From an optimization exercise on the open Yosys and OpenROAD flow, aimed at small area and a short achievable clock period; shortcuts taken in it are not production practice.
At most, simulation tests tie the RTL to the original design; equivalence was not proved.
Power is estimated from default activity; no workload was simulated.

trial 63:
==> flow/design.v <==
module SPI_RAM (din, dout ,rx_valid, tx_valid , clk, rst_n);
parameter MEM_DEPTH=256;
parameter ADDR_SIZE=8;
input clk, rst_n, rx_valid;
input [9:0] din;
output  reg tx_valid;
output reg [ADDR_SIZE-1:0] dout;
reg [2:0] ra_j;     
reg [3:0] ra_hi;    
reg [7:0] ra_lo;    
reg [7:0] rdbuf;    
reg       pend;     
reg [3:0] ph;       
reg       slot;     
wire       cmd  = rst_n & rx_valid;
wire       land = pend & slot;
wire [7:0] s7 [0:31];
reg  [7:0] grp [0:3];
reg  [7:0] tap;
genvar g;
generate
  for (g = 0; g < 32; g = g + 1) begin : rg
    reg [63:0] s;
    wire we = land & ra_hi[g / 8] & ra_lo[g % 8];
    always @(posedge clk)
      s <= {s[55:0], we ? (rdbuf ^ {8{ph[3]}}) : ~s[63:56]};
    assign s7[g] = s[63:56];
  end
endgenerate
integer h, l;
always @(*) begin
  for (h = 0; h < 4; h = h + 1) begin
    grp[h] = 8'd0;
    for (l = 0; l < 8; l = l + 1)
      grp[h] = grp[h] | ({8{ra_lo[l]}} & s7[h*8 + l]);
  end
  tap = 8'd0;
  for (h = 0; h < 4; h = h + 1)
    tap = tap | ({8{ra_hi[h]}} & grp[h]);
end
always @(posedge clk) begin
  ph     <= ph + 4'd1;
  slot   <= (ph[2:0] + 3'd1) == ra_j;
end
always @(posedge clk) begin
  if (cmd && ~din[8]) begin
    ra_j  <= din[2:0];
    ra_hi <= 4'b1 << din[7:6];
    ra_lo <= 8'b1 << din[5:3];
  end
end
always @(posedge clk) begin
  if (cmd && din[9:8] == 2'b01) begin
    rdbuf <= din[7:0];
    pend  <= 1'b1;
  end
  else if (slot) begin
    if (pend)
      pend <= 1'b0;
    else
      rdbuf <= tap ^ {8{~ph[3]}};
  end
end
always @(posedge clk or negedge rst_n) begin
	if (~rst_n) begin
		dout<=0;
		tx_valid<=0;
	end
	else if (rx_valid) begin
		if (din[9:8] == 2'b11) begin
		    dout<= rdbuf;
		    tx_valid<=1;
		end
	end
end
endmodule
module SPI_SLAVE (MOSI,MISO,SS_n,clk,rst_n,rx_data,rx_valid, tx_data, tx_valid);
input MOSI,SS_n,clk,rst_n,tx_valid;
input [7:0] tx_data;
output reg MISO;
output reg rx_valid;
output reg [9:0] rx_data; 
localparam [2:0] IDLE=3'd0, CHK_CMD=3'd1, WRITE=3'd2, READ_ADD=3'd3, READ_DATA=3'd4;
reg [2:0] cs,ns;
reg rd_flag;  
reg [3:0] state_countout;
reg[3:0] MISO_CountOut;
wire counter_enable;  
wire counter_done;  
reg MISO_CountEn; 
wire MISO_CountDone;
always@(posedge clk or negedge rst_n) begin
  if(~rst_n) begin
    cs<= IDLE;
  end
  else begin
    cs<=ns;
  end
end  
always@(*) begin
  case(cs)
  IDLE: begin 
    if(~SS_n) 
      ns=CHK_CMD;
    else 
      ns=IDLE;
  end
  CHK_CMD:
    if(~SS_n) begin
      if(MOSI && ~rd_flag) begin
         ns=READ_ADD;
        end
        else if(MOSI && rd_flag) begin
         ns=READ_DATA;
        end
        else begin
         ns=WRITE;
        end
    end
    else begin
      ns=IDLE;
    end
  READ_DATA:
    if(SS_n) begin
      ns=IDLE;
    end
    else begin
      ns=READ_DATA;
    end
  READ_ADD:
    if(SS_n) begin
      ns=IDLE;
    end
    else begin
      ns=READ_ADD;
    end
  WRITE:
     if(SS_n) begin
      ns=IDLE;
    end
    else begin
      ns=WRITE;
    end
default:begin 
  ns=IDLE;
end
    endcase
end
always@ (posedge clk or negedge  rst_n) begin
  if(!rst_n) begin
    rd_flag<=0;
  end
  else begin
    if(cs!=IDLE) begin
      if(cs==READ_ADD && counter_done) begin
        rd_flag<=1;
      end
      else if (cs==READ_DATA && counter_done && MISO_CountDone)begin
        rd_flag<=0;
      end
    end
  end
end
always@ (posedge clk) begin
  if(cs==IDLE) begin
    MISO<=0; 
    rx_data<=0;
  end
  else begin
  if(counter_enable) begin
    rx_data<={MOSI,rx_data[9:1]};
  end
  if(MISO_CountEn&&(cs==READ_DATA)) begin
    MISO<= tx_data[MISO_CountOut];
  end
end
end
always@(posedge clk or negedge rst_n) begin
  if(~rst_n) begin
    state_countout<=0;
    MISO_CountOut<=7;  
    MISO_CountEn<=0;
  end
  else begin
    if(cs==IDLE)begin
      state_countout<=0;
      MISO_CountOut<=7;
      MISO_CountEn<=0;
    end
    else if(counter_enable) begin
      state_countout<=state_countout+1;
    end
    if(counter_done) begin
      state_countout<=0;
      MISO_CountOut<=7;  
    end
    if(counter_done&&cs==READ_DATA)begin
    MISO_CountEn<=1;
    end
    if(MISO_CountEn) begin
      MISO_CountOut<=MISO_CountOut-1;
    end
    if (MISO_CountDone) begin
      MISO_CountOut<=7;
      MISO_CountEn<=0;
    end
  end  
end
assign counter_enable=(cs != IDLE && cs!=CHK_CMD && ~counter_done && ~MISO_CountEn)?1:0;
assign counter_done = (state_countout==4'b1010)?1:0;
assign MISO_CountDone = (MISO_CountOut== 0)?1:0;
always @(posedge clk ) begin
  if(counter_done)begin
    rx_valid<=1;
  end
  else begin
    rx_valid<=0;
  end
end
endmodule
module SPI_Wrapper(MISO, MOSI, SS_n, rst_n, clk);
input MOSI, SS_n, clk, rst_n;
output MISO;
wire [9:0] rxdata;
wire [7:0] txdata;
wire rx_valid,tx_valid;
SPI_RAM #(256,8) R (rxdata, txdata, rx_valid, tx_valid , clk, rst_n);
SPI_SLAVE  S (MOSI,MISO,SS_n,clk,rst_n,rxdata,rx_valid, txdata, tx_valid);
endmodule
Settings: LEC_CHECK=0, ABC_AREA=1, CAP_MARGIN=20, CORE_MARGIN=2, CORE_UTILIZATION=75, CTS_BUF_LIST=sky130_fd_sc_hd__clkbuf_16, CTS_CLUSTER_DIAMETER=70, CTS_CLUSTER_SIZE=32, SETUP_SLACK_MARGIN=2.2, SLEW_MARGIN=20; clock period 4.0 ns.
run.sh (not shown) runs the stock make flow with config.mk's settings and CLKGATE_MAP_FILE= SYNTH_SCRIPT=/design/flow/synth_recipe.tcl, a recipe that flattens the netlist after the stock synthesis.
Here is what was changed in the inputs of build 48 compared with trial 63.
diff --git a/flow/design.v b/flow/design.v
--- a/flow/design.v
+++ b/flow/design.v
@@ -9,41 +9,43 @@
 reg [3:0] ra_hi;    
 reg [7:0] ra_lo;    
 reg [7:0] rdbuf;    
 reg       pend;     
 reg [3:0] ph;       
 reg       slot;     
+reg [7:0] tapreg;   
 wire       cmd  = rst_n & rx_valid;
 wire       land = pend & slot;
-wire [7:0] s7 [0:31];
+wire [7:0] s6 [0:31];
 reg  [7:0] grp [0:3];
 reg  [7:0] tap;
 genvar g;
 generate
   for (g = 0; g < 32; g = g + 1) begin : rg
     reg [63:0] s;
     wire we = land & ra_hi[g / 8] & ra_lo[g % 8];
     always @(posedge clk)
       s <= {s[55:0], we ? (rdbuf ^ {8{ph[3]}}) : ~s[63:56]};
-    assign s7[g] = s[63:56];
+    assign s6[g] = s[55:48];
   end
 endgenerate
 integer h, l;
 always @(*) begin
   for (h = 0; h < 4; h = h + 1) begin
     grp[h] = 8'd0;
     for (l = 0; l < 8; l = l + 1)
-      grp[h] = grp[h] | ({8{ra_lo[l]}} & s7[h*8 + l]);
+      grp[h] = grp[h] | ({8{ra_lo[l]}} & s6[h*8 + l]);
   end
   tap = 8'd0;
   for (h = 0; h < 4; h = h + 1)
     tap = tap | ({8{ra_hi[h]}} & grp[h]);
 end
 always @(posedge clk) begin
   ph     <= ph + 4'd1;
   slot   <= (ph[2:0] + 3'd1) == ra_j;
+  tapreg <= tap;
 end
 always @(posedge clk) begin
   if (cmd && ~din[8]) begin
     ra_j  <= din[2:0];
     ra_hi <= 4'b1 << din[7:6];
     ra_lo <= 8'b1 << din[5:3];
@@ -55,13 +57,13 @@
     pend  <= 1'b1;
   end
   else if (slot) begin
     if (pend)
       pend <= 1'b0;
     else
-      rdbuf <= tap ^ {8{~ph[3]}};
+      rdbuf <= tapreg ^ {8{~ph[3]}};
   end
 end
 always @(posedge clk or negedge rst_n) begin
 	if (~rst_n) begin
 		dout<=0;
 		tx_valid<=0;
==> notes.md <==
- Utilization after layout (higher): trial 63
- Async set-or-reset flop fraction in the synthesized netlist essentially unchanged between trial 63 and build 48.
- Comparing global-route usage for trial 63 and build 48, the bigger number came from trial 63.
- Share of total power in combinational logic: higher on trial 63
- Comparing trial 63 and build 48, final critical path time including I/O delays and setup is lower on build 48.
- Build 48: area added between synthesis and finish 1.6 points below trial 63
- Build 48 reports its highest routing layer actually used as met5 while trial 63 reports met4.
- [compare] base=trial 63 new=build 48: clock network fraction of total power up 0.2 points; net count after synthesis shrank by 129; cell area lower; total power saw little to no change.
- In the tables for trial 63 and build 48, number of register bits inferred by synthesis reads higher with build 48.
- Average routed wire per standard cell (build 48 vs. trial 63) decreases slightly
No functional check of the RTL was part of any run of this note.


Another version of the RTL of SPI_Wrapper (not shown whole).
Size: ~2,100 flip-flops, about 0.049 mm2 of cells after synthesis.
==> module SPI_RAM, before the edit <==
module SPI_RAM (din, dout ,rx_valid, tx_valid , clk, rst_n);
parameter MEM_DEPTH=256;
parameter ADDR_SIZE=8;
input clk, rst_n, rx_valid;
input [9:0] din;
output  reg tx_valid;
output reg [ADDR_SIZE-1:0] dout;
reg [7:0] read_address;
reg [7:0] rdbuf;    
reg       pend;     
reg [2:0] ph;       
reg       slot;     
reg [7:0] tapreg;   
wire [4:0] ra = read_address[7:3];
wire       cmd  = rst_n & rx_valid;
wire       land = pend & slot;
reg  [7:0] tap6;
wire [7:0] s6 [0:31];
genvar g;
generate
  for (g = 0; g < 32; g = g + 1) begin : rg
    reg [63:0] s;
    wire we = land & (ra == g);
    always @(posedge clk)
      s <= {s[55:0], we ? rdbuf : s[63:56]};
    assign s6[g] = s[55:48];
  end
endgenerate
integer k;
always @(*) begin
  tap6 = 8'd0;
  for (k = 0; k < 32; k = k + 1)
    tap6 = tap6 | ({8{ra == k}} & s6[k]);
end
always @(posedge clk) begin
  ph     <= ph + 3'd1;
  slot   <= (ph + 3'd1) == read_address[2:0];
  tapreg <= tap6;
end
always @(posedge clk) begin
  if (cmd && ~din[8])
    read_address <= din[7:0];
end
always @(posedge clk) begin
  if (cmd && din[9:8] == 2'b01) begin
    rdbuf <= din[7:0];
    pend  <= 1'b1;
  end
  else if (slot) begin
    if (pend)
      pend <= 1'b0;
    else
      rdbuf <= tapreg;
  end
end
always @(posedge clk or negedge rst_n) begin
	if (~rst_n) begin
		dout<=0;
		tx_valid<=0;
	end
	else if (rx_valid) begin
		if (din[9:8] == 2'b11) begin
		    dout<= rdbuf;
		    tx_valid<=1;
		end
	end
end
endmodule
clock: 4.0 ns
lec_check: 0
cap_margin: 20
core_margin: 2
core_utilization: 60
cts_buf_list: sky130_fd_sc_hd__clkbuf_16
cts_cluster_diameter: 70
cts_cluster_size: 35
setup_slack_margin: 2.2
slew_margin: 20
Next try:
--- a/flow/design.v
+++ b/flow/design.v
@@ -2,47 +2,57 @@
 parameter MEM_DEPTH=256;
 parameter ADDR_SIZE=8;
 input clk, rst_n, rx_valid;
 input [9:0] din;
 output  reg tx_valid;
 output reg [ADDR_SIZE-1:0] dout;
-reg [7:0] read_address;
+reg [2:0] ra_j;     
+reg [3:0] ra_hi;    
+reg [7:0] ra_lo;    
 reg [7:0] rdbuf;    
 reg       pend;     
 reg [2:0] ph;       
 reg       slot;     
 reg [7:0] tapreg;   
-wire [4:0] ra = read_address[7:3];
 wire       cmd  = rst_n & rx_valid;
 wire       land = pend & slot;
+wire [7:0] s6 [0:31];
+reg  [7:0] grp [0:3];
 reg  [7:0] tap6;
-wire [7:0] s6 [0:31];
 genvar g;
 generate
   for (g = 0; g < 32; g = g + 1) begin : rg
     reg [63:0] s;
-    wire we = land & (ra == g);
+    wire we = land & ra_hi[g / 8] & ra_lo[g % 8];
     always @(posedge clk)
       s <= {s[55:0], we ? rdbuf : s[63:56]};
     assign s6[g] = s[55:48];
   end
 endgenerate
-integer k;
+integer h, l;
 always @(*) begin
+  for (h = 0; h < 4; h = h + 1) begin
+    grp[h] = 8'd0;
+    for (l = 0; l < 8; l = l + 1)
+      grp[h] = grp[h] | ({8{ra_lo[l]}} & s6[h*8 + l]);
+  end
   tap6 = 8'd0;
-  for (k = 0; k < 32; k = k + 1)
-    tap6 = tap6 | ({8{ra == k}} & s6[k]);
+  for (h = 0; h < 4; h = h + 1)
+    tap6 = tap6 | ({8{ra_hi[h]}} & grp[h]);
 end
 always @(posedge clk) begin
   ph     <= ph + 3'd1;
-  slot   <= (ph + 3'd1) == read_address[2:0];
+  slot   <= (ph + 3'd1) == ra_j;
   tapreg <= tap6;
 end
 always @(posedge clk) begin
-  if (cmd && ~din[8])
-    read_address <= din[7:0];
+  if (cmd && ~din[8]) begin
+    ra_j  <= din[2:0];
+    ra_hi <= 4'b1 << din[7:6];
+    ra_lo <= 8'b1 << din[5:3];
+  end
 end
 always @(posedge clk) begin
   if (cmd && din[9:8] == 2'b01) begin
     rdbuf <= din[7:0];
     pend  <= 1'b1;
   end
What happened:
- worst setup slack gains 440 ps
- non-clock buffer count came out lower by 69
- final cell count decreases by about 4%
- via count came out lower by 4.8%
- global-route usage goes down by 1.1 points
- synthesized cell count decreases by about 2.6%
- cell area went down by about 5%
- power hardly moves
- die area goes down by about 1.7%
- clock power barely changes
- register-to-register slack gets better by 520 ps
- clock skew barely changes
- routed wire length falls by about 8%
For the first run of this note, only the layout was checked, not whether the RTL still works.

## separate check: timing with driven ports
The flow's constraints put no driver on any port. The routed layouts listed below were extracted and timed again, unchanged, in two steps. Step 1 (the two cells are an assumption about what drives the block):
set clk [get_ports {clk}]
set_driving_cell -lib_cell sky130_fd_sc_hd__clkbuf_16 $clk
set_driving_cell -lib_cell sky130_fd_sc_hd__buf_2 [delete_from_list [all_inputs] $clk]
Step 2 adds t to the input delays and takes it off the output delays; t is the mean of the earliest and latest rising clock arrival at the registers after step 1. Input paths then give back, and output paths get back, about the clock's delay inside the block. Slacks: ideal / step 1 / step 2; pairs: ideal / step 1.
run | t, ns | setup slack, ns | pins driven straight from the clock port
trial 63 | 0.715 | 2.047 / 1.983 / 1.658 | 1
build 48 | 0.715 | 2.093 / 2.027 / 1.665 | 1
the first run of note 2 | 0.716 | 1.663 / 1.663 / 1.612 | 1
the second run of note 2 | 0.726 | 2.102 / 2.030 / 1.637 | 1
After both steps setup and hold are still met in every run listed. For the second run of note 2, which loses most, drivers alone change the setup slack by -0.072 ns; drivers and shift together by -0.465 ns.
